This is an optimization exercise on Yosys and OpenROAD, whose aim is small area, not a production implementation.
Only simulation tests tie the RTL to the original design; equivalence was not proved.
Power figures rest on the tool's default switching activity, not on a simulated workload.

## try-cedar
==> flow/design.v <==
module SIGNAL_GENERATOR_ANALYZER_ONE_WIRE
(
	input CLK_100MHz,
	input rst,
	input  	MUAFR_MISO_P,
	input  	MUAFR_MISO_N,
	input 	enable_generate,
	input 	hist_valid,	 
	input 	win_end,	 
	input 	pending,	 
	output logic status_gen
);
logic [2: 0] hist_P;
logic [2: 0] hist_N;
always @(posedge CLK_100MHz)
begin
	hist_P <= {hist_P[1: 0], MUAFR_MISO_P};
	hist_N <= {hist_N[1: 0], MUAFR_MISO_N};
end
wire inc_P = MUAFR_MISO_P ^ (hist_P[2] & hist_valid);
wire inc_N = MUAFR_MISO_N ^ (hist_N[2] & hist_valid);
logic [8: 0] cnt_P;
logic [8: 0] cnt_N;
wire clr = rst | enable_generate | win_end;
wire ok_P = ~cnt_P[8] & (cnt_P[7: 0] >= 8'd25);
wire ok_N = ~cnt_N[8] & (cnt_N[7: 0] >= 8'd25);
wire [8: 0] cnt_P_val = {cnt_P[8: 2], cnt_P[1] & ~pending, cnt_P[0]};
always @(posedge CLK_100MHz)
begin
	if (clr)
		cnt_P <= {7'd1, (win_end & ~rst & ~enable_generate) ? ok_P & ok_N :
				(enable_generate & ~rst & pending) ? cnt_P[1] : 1'b0, 1'b1};
	else
		cnt_P <= cnt_P_val + inc_P;
	if (clr)
		cnt_N <= 9'd5;
	else
		cnt_N <= cnt_N + inc_N;
end
always @(posedge CLK_100MHz)
	if (rst)
		status_gen <= 0;
	else if (~enable_generate & pending)
		status_gen <= cnt_P[1];
endmodule
module SIGNAL_GENERATOR_ANALYZER
(
	input CLK_100MHz,
	input rst,
	output logic [15:0] MUAFR_MOSI_P,
	output [15:0] MUAFR_MOSI_N,
	input  logic [15:0] MUAFR_MISO_P,
	input  logic [15:0] MUAFR_MISO_N,
	input enable_generate,
	output logic [15:0] status_wire,
	output [15:0] status_gen
);
wire en = enable_generate;
logic [2: 0] rst_hist;
always @(posedge CLK_100MHz)
	rst_hist <= {rst_hist[1: 0], rst};
wire hist_valid = ~|rst_hist;
logic mode_q;
logic [6: 0] low_cnt;
logic [2: 0] win_hi;
always @(posedge CLK_100MHz)
	if (rst)
		mode_q <= 0;
	else
		mode_q <= en;
wire win_end  = (&win_hi) & (&low_cnt[6: 5]) & low_cnt[3] & ~low_cnt[2] & low_cnt[1] & ~low_cnt[0];	 
wire win_wrap = (&win_hi) & (&low_cnt[6: 5]) & low_cnt[3] & low_cnt[2];						 
wire [6: 0] slot_cnt = mode_q ? low_cnt : 7'd0;
wire slot_end = mode_q & (low_cnt == 7'd99);
always @(posedge CLK_100MHz)
	if (rst | (en & slot_end) | (~en & win_wrap))
		low_cnt <= 0;
	else if (mode_q != en)
		low_cnt <= 1;
	else
		low_cnt <= low_cnt + 1'b1;
always @(posedge CLK_100MHz)
	if (rst | en | win_wrap)
		win_hi <= 0;
	else if (&low_cnt)
		win_hi <= win_hi + 1'b1;
logic pending;
always @(posedge CLK_100MHz)
	if (rst)
		pending <= 0;
	else if (~en)
		pending <= win_end;
genvar i;
generate
	for (i = 0; i < 16; i = i + 1)
	begin : generator
		SIGNAL_GENERATOR_ANALYZER_ONE_WIRE signal_generator_analyzer_one_wire
		(
			.CLK_100MHz(CLK_100MHz),
			.rst(rst),
			.enable_generate(en),
			.MUAFR_MISO_P(MUAFR_MISO_P[i]),
			.MUAFR_MISO_N(MUAFR_MISO_N[i]),
			.hist_valid(hist_valid),
			.win_end(win_end),
			.pending(pending),
			.status_gen(status_gen[i])
		);
	end
endgenerate
logic [3: 0] j;			 
logic flag;			 
logic prev_flag;		 
logic mosi_up;			 
logic mosi_cur;			 
always @(posedge CLK_100MHz)
	if (rst)
	begin
		j <= 0;
		flag <= 1;
		prev_flag <= 0;
	end else if (~en)
	begin
		j <= 0;
		flag <= 0;
	end else
	begin
		prev_flag <= flag;
		if (slot_end)
		begin
			j <= j + 1'b1;
			if (j == 4'd15)
				flag <= ~flag;
		end
	end
always @(posedge CLK_100MHz)
	if (rst | ~en)
	begin
		mosi_up <= 0;
		mosi_cur <= 0;
	end else if (prev_flag != flag)
	begin
		mosi_up <= ~flag;
		mosi_cur <= ~flag;
	end else if (slot_end)
	begin
		if (j == 4'd15)
		begin
			mosi_up <= ~flag;
			mosi_cur <= ~flag;
		end else
			mosi_cur <= mosi_up;
	end else
		mosi_cur <= (slot_cnt < 7'd96) ? flag : ~flag;
integer k;
always @*
	for (k = 0; k < 16; k = k + 1)
		MUAFR_MOSI_P[k] = (k < j) ? ~flag : (k == j) ? mosi_cur : mosi_up;
assign MUAFR_MOSI_N = ~MUAFR_MOSI_P;
wire miso_p_j = MUAFR_MISO_P[j];
wire miso_n_j = MUAFR_MISO_N[j];
wire match = (miso_p_j == flag) & (miso_n_j != flag);
logic [6: 0] match_cnt;
logic [15: 0] left;
always @(posedge CLK_100MHz)
	if (rst | ~en | slot_end)
		match_cnt <= 0;
	else if (match)
		match_cnt <= match_cnt + 1'b1;
always @(posedge CLK_100MHz)
	if (rst)
		left <= 0;
	else if (~en)
		left[j] <= 0;
	else if (slot_end)
		left[j] <= match;
logic seen, multi;
always @*
begin
	seen = 0;
	multi = 0;
	for (k = 0; k < 14; k = k + 1)
	begin
		multi = multi | (seen & (MUAFR_MISO_P[k] == miso_p_j));
		seen = seen | (MUAFR_MISO_P[k] == miso_p_j);
	end
end
wire short_P = seen & ~multi;
wire short_N = miso_n_j ? (&MUAFR_MISO_N[13: 0]) : ~(|MUAFR_MISO_N[13: 0]);
logic [7: 0] cnt_kz_P;
logic [7: 0] cnt_kz_N;
always @(posedge CLK_100MHz)
	if (rst)
	begin
		cnt_kz_P <= 0;
		cnt_kz_N <= 0;
	end else if (en)
	begin
		if (slot_cnt == 7'd98)
			cnt_kz_P <= 0;
		else if (short_P)
			cnt_kz_P <= cnt_kz_P + 1'b1;
		if (slot_end)
			cnt_kz_N <= 0;
		else if (short_N)
			cnt_kz_N <= cnt_kz_N + 1'b1;
	end
logic verdict;
always @(posedge CLK_100MHz)
	if (slot_cnt == 7'd97)
		verdict <= (cnt_kz_P > 8'd87) & (cnt_kz_N > 8'd87);
	else if (slot_cnt == 7'd98)
		verdict <= verdict & ((match_cnt > 7'd51) | ((match_cnt == 7'd51) & left[j]));
always @(posedge CLK_100MHz)
	if (rst)
		status_wire <= 0;
	else if (en & slot_end & ~flag)
		status_wire[j] <= verdict;
endmodule
clock: 10.0 ns
lec_check: 0
cap_margin: 20
core_margin: 2
core_utilization: 40
slew_margin: 20
standard.sh (not shown) runs the stock make flow with config.mk's settings and CLKGATE_MAP_FILE= SYNTH_SCRIPT=/design/flow/synth_recipe.tcl, a recipe that flattens the netlist after the stock synthesis.
==> flow/flow/run.sh <==
#!/bin/bash
# The standard layout (standard.sh) with three changes to how the layout is made:
#  - ABC maps the logic with an area-oriented script (flow/abc_area.script),
#  - ports get sky130_fd_sc_hd__buf_1 buffers,
#  - CTS builds the tree from clkbuf_8 with clusters of at most 16 sinks and no dummy loads.
set -e
rm -rf scripts_mod
cp -r "$FLOW_HOME/scripts" scripts_mod
cp flow/abc_area.script scripts_mod/abc_area.script
export SCRIPTS_DIR="$PWD/scripts_mod"
export ABC_AREA=1
export BUFFER_PORTS_ARGS="-buffer_cell sky130_fd_sc_hd__buf_1"
export CTS_ARGS="-sink_clustering_enable -repair_clock_nets -dont_use_dummy_load -buf_list sky130_fd_sc_hd__clkbuf_8 -sink_clustering_size 16 -sink_clustering_max_diameter 60"
bash standard.sh > standard.log 2>&1
==> flow/flow/abc_area.script <==
strash
&get -n
&b
&syn4
&put
strash
dc2
&get -n
&dch -f
&nf -R 1000 -p -a
&put
strash
dc2
&get -n
&dch -f
&nf -R 1000 -p -a
&put
Inputs modified between try-cedar and try-xenon:
--- a/flow/design.v
+++ b/flow/design.v
@@ -1,5 +1,8 @@
 module SIGNAL_GENERATOR_ANALYZER_ONE_WIRE
+#(
+	parameter SHARE = 0
+)
 (
 	input CLK_100MHz,
 	input rst,
 	input  	MUAFR_MISO_P,
@@ -7,8 +10,12 @@
 	input 	enable_generate,
 	input 	hist_valid,	 
 	input 	win_end,	 
 	input 	pending,	 
+	input 	mode_q,		 
+	input 	match,		 
+	input 	slot_end,	 
+	output	[6: 0] match_cnt,	 
 	output logic status_gen
 );
 logic [2: 0] hist_P;
 logic [2: 0] hist_N;
@@ -31,13 +38,30 @@
 		cnt_P <= {7'd1, (win_end & ~rst & ~enable_generate) ? ok_P & ok_N :
 				(enable_generate & ~rst & pending) ? cnt_P[1] : 1'b0, 1'b1};
 	else
 		cnt_P <= cnt_P_val + inc_P;
-	if (clr)
-		cnt_N <= 9'd5;
-	else
-		cnt_N <= cnt_N + inc_N;
 end
+generate
+	if (SHARE)
+	begin : shared
+		wire [8: 0] base = (mode_q == enable_generate) ? cnt_N : 9'd5;
+		wire step = enable_generate ? match : inc_N;
+		wire cnt_clr = rst | (enable_generate & mode_q & slot_end) | (~enable_generate & ~mode_q & win_end);
+		always @(posedge CLK_100MHz)
+			if (cnt_clr)
+				cnt_N <= 9'd5;
+			else
+				cnt_N <= base + step;
+	end else
+	begin : alone
+		always @(posedge CLK_100MHz)
+			if (clr)
+				cnt_N <= 9'd5;
+			else
+				cnt_N <= cnt_N + inc_N;
+	end
+endgenerate
+assign match_cnt = cnt_N[6: 0];
 always @(posedge CLK_100MHz)
 	if (rst)
 		status_gen <= 0;
 	else if (~enable_generate & pending)
@@ -55,8 +79,11 @@
 	output logic [15:0] status_wire,
 	output [15:0] status_gen
 );
 wire en = enable_generate;
+wire match;			 
+wire slot_end;			 
+wire [6: 0] match_cnt_ch [15: 0];
 logic [2: 0] rst_hist;
 always @(posedge CLK_100MHz)
 	rst_hist <= {rst_hist[1: 0], rst};
 wire hist_valid = ~|rst_hist;
@@ -70,9 +97,9 @@
 		mode_q <= en;
 wire win_end  = (&win_hi) & (&low_cnt[6: 5]) & low_cnt[3] & ~low_cnt[2] & low_cnt[1] & ~low_cnt[0];	 
 wire win_wrap = (&win_hi) & (&low_cnt[6: 5]) & low_cnt[3] & low_cnt[2];						 
 wire [6: 0] slot_cnt = mode_q ? low_cnt : 7'd0;
-wire slot_end = mode_q & (low_cnt == 7'd99);
+assign slot_end = mode_q & (low_cnt == 7'd99);
 always @(posedge CLK_100MHz)
 	if (rst | (en & slot_end) | (~en & win_wrap))
 		low_cnt <= 0;
 	else if (mode_q != en)
@@ -93,9 +120,9 @@
 genvar i;
 generate
 	for (i = 0; i < 16; i = i + 1)
 	begin : generator
-		SIGNAL_GENERATOR_ANALYZER_ONE_WIRE signal_generator_analyzer_one_wire
+		SIGNAL_GENERATOR_ANALYZER_ONE_WIRE #(.SHARE(i == 15)) signal_generator_analyzer_one_wire
 		(
 			.CLK_100MHz(CLK_100MHz),
 			.rst(rst),
 			.enable_generate(en),
@@ -103,8 +130,12 @@
 			.MUAFR_MISO_N(MUAFR_MISO_N[i]),
 			.hist_valid(hist_valid),
 			.win_end(win_end),
 			.pending(pending),
+			.mode_q(mode_q),
+			.match(match),
+			.slot_end(slot_end),
+			.match_cnt(match_cnt_ch[i]),
 			.status_gen(status_gen[i])
 		);
 	end
 endgenerate
@@ -158,16 +189,11 @@
 		MUAFR_MOSI_P[k] = (k < j) ? ~flag : (k == j) ? mosi_cur : mosi_up;
 assign MUAFR_MOSI_N = ~MUAFR_MOSI_P;
 wire miso_p_j = MUAFR_MISO_P[j];
 wire miso_n_j = MUAFR_MISO_N[j];
-wire match = (miso_p_j == flag) & (miso_n_j != flag);
-logic [6: 0] match_cnt;
+assign match = (miso_p_j == flag) & (miso_n_j != flag);
+wire [6: 0] match_cnt = match_cnt_ch[15];
 logic [15: 0] left;
-always @(posedge CLK_100MHz)
-	if (rst | ~en | slot_end)
-		match_cnt <= 0;
-	else if (match)
-		match_cnt <= match_cnt + 1'b1;
 always @(posedge CLK_100MHz)
 	if (rst)
 		left <= 0;
 	else if (~en)
@@ -209,9 +235,9 @@
 always @(posedge CLK_100MHz)
 	if (slot_cnt == 7'd97)
 		verdict <= (cnt_kz_P > 8'd87) & (cnt_kz_N > 8'd87);
 	else if (slot_cnt == 7'd98)
-		verdict <= verdict & ((match_cnt > 7'd51) | ((match_cnt == 7'd51) & left[j]));
+		verdict <= verdict & ((match_cnt > 7'd56) | ((match_cnt == 7'd56) & left[j]));
 always @(posedge CLK_100MHz)
 	if (rst)
 		status_wire <= 0;
 	else if (en & slot_end & ~flag)
- try-cedar -> try-xenon: total via count after detailed routing decreased slightly
- [try-xenon] post-synthesis xor/xnor area fraction rose 0.91 points relative to try-cedar
- try-xenon ended up with MUAFR_MOSI_N[11] as its last element of the critical path; try-cedar ended up with cnt_kz_P[4].
- Fmax: try-xenon above try-cedar
- Going from try-cedar to try-xenon, total power draw shrinks by 0.000058 W.
- Compared try-xenon vs try-cedar, and switching power is down in try-xenon.
- try-xenon gives less placeable core region than try-cedar did.
- Looking only at die area, and setting everything else aside, the lower value of try-cedar and try-xenon goes to try-xenon.
- Portion of netlist area occupied by mux cells essentially unchanged between try-cedar and try-xenon.
- Sort try-cedar and try-xenon by final cell area excluding filler cells, descending, and try-cedar comes first.

[afterwards: timing with drivers on the ports]
No port has a modelled driver above. Below, the same layouts with a new extraction and two added sets of constraints.
Step 1 assumes that a clkbuf_16 drives the clock port and a buf_2 every other input.
Step 2 moves the port delays by t, midway between the first and last clock arrival at a register: inputs arrive t later, outputs are due t later. That takes back most of the time a late clock gives input paths.
Slacks: ideal / step 1 / step 2; pairs: ideal / step 1.
| run | shift t [ns] | setup WS [ns] | hold slack, ns | worst setup path after step 2 | worst data-port slew with drivers (ns) |
|---|---|---|---|---|---|
| try-cedar | 0.637 | 4.902 / 4.927 / 4.290 | 0.301 / 0.301 / 0.301 | input to register | 0.10 |
| try-xenon | 0.641 | 4.968 / 4.919 / 4.442 | 0.319 / 0.319 / 0.319 | input to register | 0.11 |
After both steps setup and hold are still met in every run listed. The setup slack of try-cedar, which loses most, moves by +0.025 ns with the drivers and by -0.612 ns with both steps.
